Source: an optimization exercise on an open RTL-to-GDS flow (aim: small area, a short achievable clock period and few clock cycles). Production flows keep margins and buffers that such runs may drop.
Function was checked by simulation only, so behaviour that the tests miss may differ from the original.
Power figures rest on the tool's default switching activity, not on a simulated workload.

== run A ==
// JAM
module JAM (
    input CLK,
    input RST,
    output [2:0] W,
    output [2:0] J,
    input [6:0] Cost,
    output [3:0] MatchCount,
    output [9:0] MinCost,
    output reg Valid
);
reg [7:0] t;           
wire [7:0] t_next = RST ? 8'd1 : (t == 8'd127 ? t : t + 8'd1);
always @(posedge CLK) t <= t_next;
function [2:0] w_of(input [5:0] tt);
    begin
        case (tt)
            6'd0: w_of = 3'd4;
            6'd1: w_of = 3'd4;
            6'd2: w_of = 3'd5;
            6'd3: w_of = 3'd7;
            6'd4: w_of = 3'd1;
            6'd5: w_of = 3'd0;
            6'd6: w_of = 3'd3;
            6'd7: w_of = 3'd7;
            6'd8: w_of = 3'd2;
            6'd9: w_of = 3'd7;
            6'd10: w_of = 3'd7;
            6'd11: w_of = 3'd5;
            6'd12: w_of = 3'd2;
            6'd13: w_of = 3'd7;
            6'd14: w_of = 3'd4;
            6'd15: w_of = 3'd3;
            6'd16: w_of = 3'd5;
            6'd17: w_of = 3'd3;
            6'd18: w_of = 3'd3;
            6'd19: w_of = 3'd0;
            6'd20: w_of = 3'd7;
            6'd21: w_of = 3'd1;
            6'd22: w_of = 3'd0;
            6'd23: w_of = 3'd4;
            6'd24: w_of = 3'd6;
            6'd25: w_of = 3'd6;
            6'd26: w_of = 3'd4;
            6'd27: w_of = 3'd6;
            6'd28: w_of = 3'd3;
            6'd29: w_of = 3'd6;
            6'd30: w_of = 3'd2;
  ...
Size: roughly 5400 cells after synthesis, ~910 flip-flops, roughly 30 I/O pins.
make LEC_CHECK=0 CAP_MARGIN=20 CORE_MARGIN=2 CORE_UTILIZATION=65 SETUP_SLACK_MARGIN=0.45 SLEW_MARGIN=20 finish   # period 4.5 ns
run.sh (not shown) runs the stock make flow with config.mk's settings and CLKGATE_MAP_FILE= SYNTH_SCRIPT=/design/flow/synth_recipe.tcl, a recipe that flattens the netlist after the stock synthesis.
Testbench counts of run A, summed over its fixed seeds: cycles 1,016.
Setup changes, run A to run B
# run A
export LEC_CHECK = 0
export CAP_MARGIN = 20
export CORE_MARGIN = 2
export CORE_UTILIZATION = 65
export SETUP_SLACK_MARGIN = 0.45
export SLEW_MARGIN = 20
create_clock -name core_clock -period 4.5 [get_ports {CLK}]
# run B
export LEC_CHECK = 0
export CAP_MARGIN = 20
export CORE_MARGIN = 2
export CORE_UTILIZATION = 72
export SETUP_SLACK_MARGIN = 0.6
export SLEW_MARGIN = 20
create_clock -name core_clock -period 4.5 [get_ports {CLK}]
Results
- Post-route fraction of the period consumed by the critical path: run B lower than run A
- When run B is measured against run A, its clock network power share turns out 0.4 points lower.
- Run B against run A: total setup buffers inserted after CTS higher; total power higher.
--- input diff run B..run C ---
# run B
export LEC_CHECK = 0
export CAP_MARGIN = 20
export CORE_MARGIN = 2
export CORE_UTILIZATION = 72
export SETUP_SLACK_MARGIN = 0.6
export SLEW_MARGIN = 20
create_clock -name core_clock -period 4.5 [get_ports {CLK}]
# run C
export LEC_CHECK = 0
export CAP_MARGIN = 20
export CORE_MARGIN = 2
export CORE_UTILIZATION = 65
export SETUP_SLACK_MARGIN = 1.0
export SLEW_MARGIN = 20
create_clock -name core_clock -period 4.5 [get_ports {CLK}]
==> notes.md <==
The non-clock buffer count in run C was higher than what run B gave.
The run showing the greater time the worst path needs with I/O delays and setup is run B.
Delta (run C minus run B): post-route worst setup slack now sits higher, area of the multi-input gates picked up an extra 3300 um^2, simple-gate share of the synthesized area essentially unchanged.
diff inputs: run C => run D
# run C
export LEC_CHECK = 0
export CAP_MARGIN = 20
export CORE_MARGIN = 2
export CORE_UTILIZATION = 65
export SETUP_SLACK_MARGIN = 1.0
export SLEW_MARGIN = 20
create_clock -name core_clock -period 4.5 [get_ports {CLK}]
# run D
export LEC_CHECK = 0
export CAP_MARGIN = 20
export CORE_MARGIN = 2
export CORE_UTILIZATION = 65
export SETUP_SLACK_MARGIN = 0.75
export SLEW_MARGIN = 20
create_clock -name core_clock -period 4.5 [get_ports {CLK}]
==> comparison <==
- On max-slew headroom at the worst pin, run D does worse than run C.
- Post-DP HPWL (lower): run C
- Run D reached the end of the flow, and the finished layout is clean on the timing, DRC and antenna checks.
- In run D the ratio of cells with drive above 1 in the final layout turned out 11 points lower than in run C.
- Changes observed in run D relative to run C: via count has decreased; cell count along the critical path decreased by 9 relative to the old numbers; utilization of the core after routing went down by 6.4 points.
- Against run C, count of buffers not belonging to the clock network in the layout in run D fell by more than half.
#### Input delta (run E over run D)
# run D
export LEC_CHECK = 0
export CAP_MARGIN = 20
export CORE_MARGIN = 2
export CORE_UTILIZATION = 65
export SETUP_SLACK_MARGIN = 0.75
export SLEW_MARGIN = 20
create_clock -name core_clock -period 4.5 [get_ports {CLK}]
# run E
export LEC_CHECK = 0
export CAP_MARGIN = 20
export CORE_MARGIN = 2
export CORE_UTILIZATION = 65
export SETUP_SLACK_MARGIN = 0.6
export SLEW_MARGIN = 20
create_clock -name core_clock -period 4.5 [get_ports {CLK}]
==> comparison <==
- Switching power summed over all nets: higher on run D
- Number of non-clock buffers: run D and run E compared, higher one is run D
- Peak supply drop: run E vs run D down 7.9%
- Fmax went down by a few percent going from run D to run E.
- The run showing the smaller detail-routed via count per cell is run E.

========
north:
JAM, a different RTL version from the one above (not shown whole).
For scale: roughly 780 flip-flops, roughly 30 I/O pins.
## JAM
module JAM (
    input CLK,
    input RST,
    output [2:0] W,
    output [2:0] J,
    input [6:0] Cost,
    output reg [3:0] MatchCount,
    output reg [9:0] MinCost,
    output reg Valid
);
reg [7:0] t;           
assign W = RST ? 3'd0 : t[5:3];
assign J = RST ? 3'd0 : t[2:0];
reg [6:0] R [0:7][0:7];
integer wi, pi;
always @(posedge CLK) begin
    for (wi = 0; wi < 8; wi = wi + 1) begin
        for (pi = 7; pi > 0; pi = pi - 1)
            R[wi][pi] <= R[wi][pi-1];
        if (RST ? (wi == 0) : (t < 8'd64 && t[5:3] == wi))
            R[wi][0] <= Cost;
        else
            R[wi][0] <= R[wi][7];
    end
end
function [3:0] pat_of(input [7:0] tt);
    begin
        pat_of = 4'd0;
        case (tt)
            8'd71: pat_of = 4'd1;
            8'd72: pat_of = 4'd1;
            8'd73: pat_of = 4'd1;
            8'd74: pat_of = 4'd1;
            8'd75: pat_of = 4'd1;
            8'd76: pat_of = 4'd1;
            8'd77: pat_of = 4'd1;
            8'd78: pat_of = 4'd1;
            8'd79: pat_of = 4'd2;
            8'd80: pat_of = 4'd2;
            8'd81: pat_of = 4'd2;
            8'd82: pat_of = 4'd2;
            8'd83: pat_of = 4'd2;
            8'd84: pat_of = 4'd2;
            8'd85: pat_of = 4'd2;
            8'd86: pat_of = 4'd2;
            8'd87: pat_of = 4'd3;
            8'd88: pat_of = 4'd3;
            8'd89: pat_of = 4'd3;
            8'd90: pat_of = 4'd3;
            8'd91: pat_of = 4'd3;
            8'd92: pat_of = 4'd3;
            8'd93: pat_of = 4'd3;
  ...
clock: 4.5 ns
lec_check: 0
abc_area: 1
cap_margin: 20
core_margin: 2
core_utilization: 65
slew_margin: 20
north reached the final stage; the timing, DRC and antenna checks on its layout passed.
Testbench counts of north, summed over its fixed seeds: cycles 1,096.
> inputs changed (north -> south)
-- flow/config.mk --
<<< north, line 7
export LEC_CHECK = 0
export ABC_AREA = 1
export CAP_MARGIN = 20
>>> south, line 7
export LEC_CHECK = 0
export CAP_MARGIN = 20
<<< north, line 11
export CORE_UTILIZATION = 65
export SLEW_MARGIN = 20
>>> south, line 10
export CORE_UTILIZATION = 65
export SETUP_SLACK_MARGIN = 0.4
export SLEW_MARGIN = 20
## What came out
- south reports its worst setup path startpoint as sa_q[54] while north reports sel_b0[3].
- On share of the final layout cell area in sequential cells, the higher figure sits with north, not south.
- Taking north as the reference, in south via count lost 4765, required time of the critical path lost 30 ps.
- Delta (south minus north): wire length went down by about 2.4%; worst hold slack went up by 5.2 ps; cell area went up by about 1.1%.
- south ended up with fa_2 as its slowest cell on the critical path; north ended up with inv_1.

==> re-timing with driven ports <==
Ports are ideal in the flow. The routed layouts listed here were re-timed in OpenROAD.
Step 1, drivers: a clkbuf_16 drives CLK and a buf_2 each remaining input, both assumed.
Step 2, shift: input delay + t, output delay - t, t = (earliest + latest rising clock arrival at the registers) / 2. This alone moves slack from input paths to output paths.
Three values: ideal ports, drivers, drivers and shift; two values: the first two.
run | t (ns) | setup WS [ns] | worst setup path after step 2 | clock arrival spread, ns
run A | 0.728 | 0.560 / 0.500 / 0.560 | register to register | 0.036 / 0.036
run B | 0.724 | 0.618 / 0.608 / 0.618 | register to register | 0.029 / 0.029
run C | 0.729 | 0.653 / 0.623 / 0.653 | register to register | 0.022 / 0.022
run D | 0.734 | 0.699 / 0.628 / 0.709 | register to register | 0.042 / 0.041
run E | 0.727 | 0.620 / 0.620 / 0.620 | register to register | 0.036 / 0.036
north | 0.727 | 0.167 / 0.167 / 0.167 | register to register | 0.054 / 0.054
south | 0.710 | 0.444 / 0.444 / 0.444 | register to register | 0.048 / 0.047
After both steps every run listed still meets setup and hold.
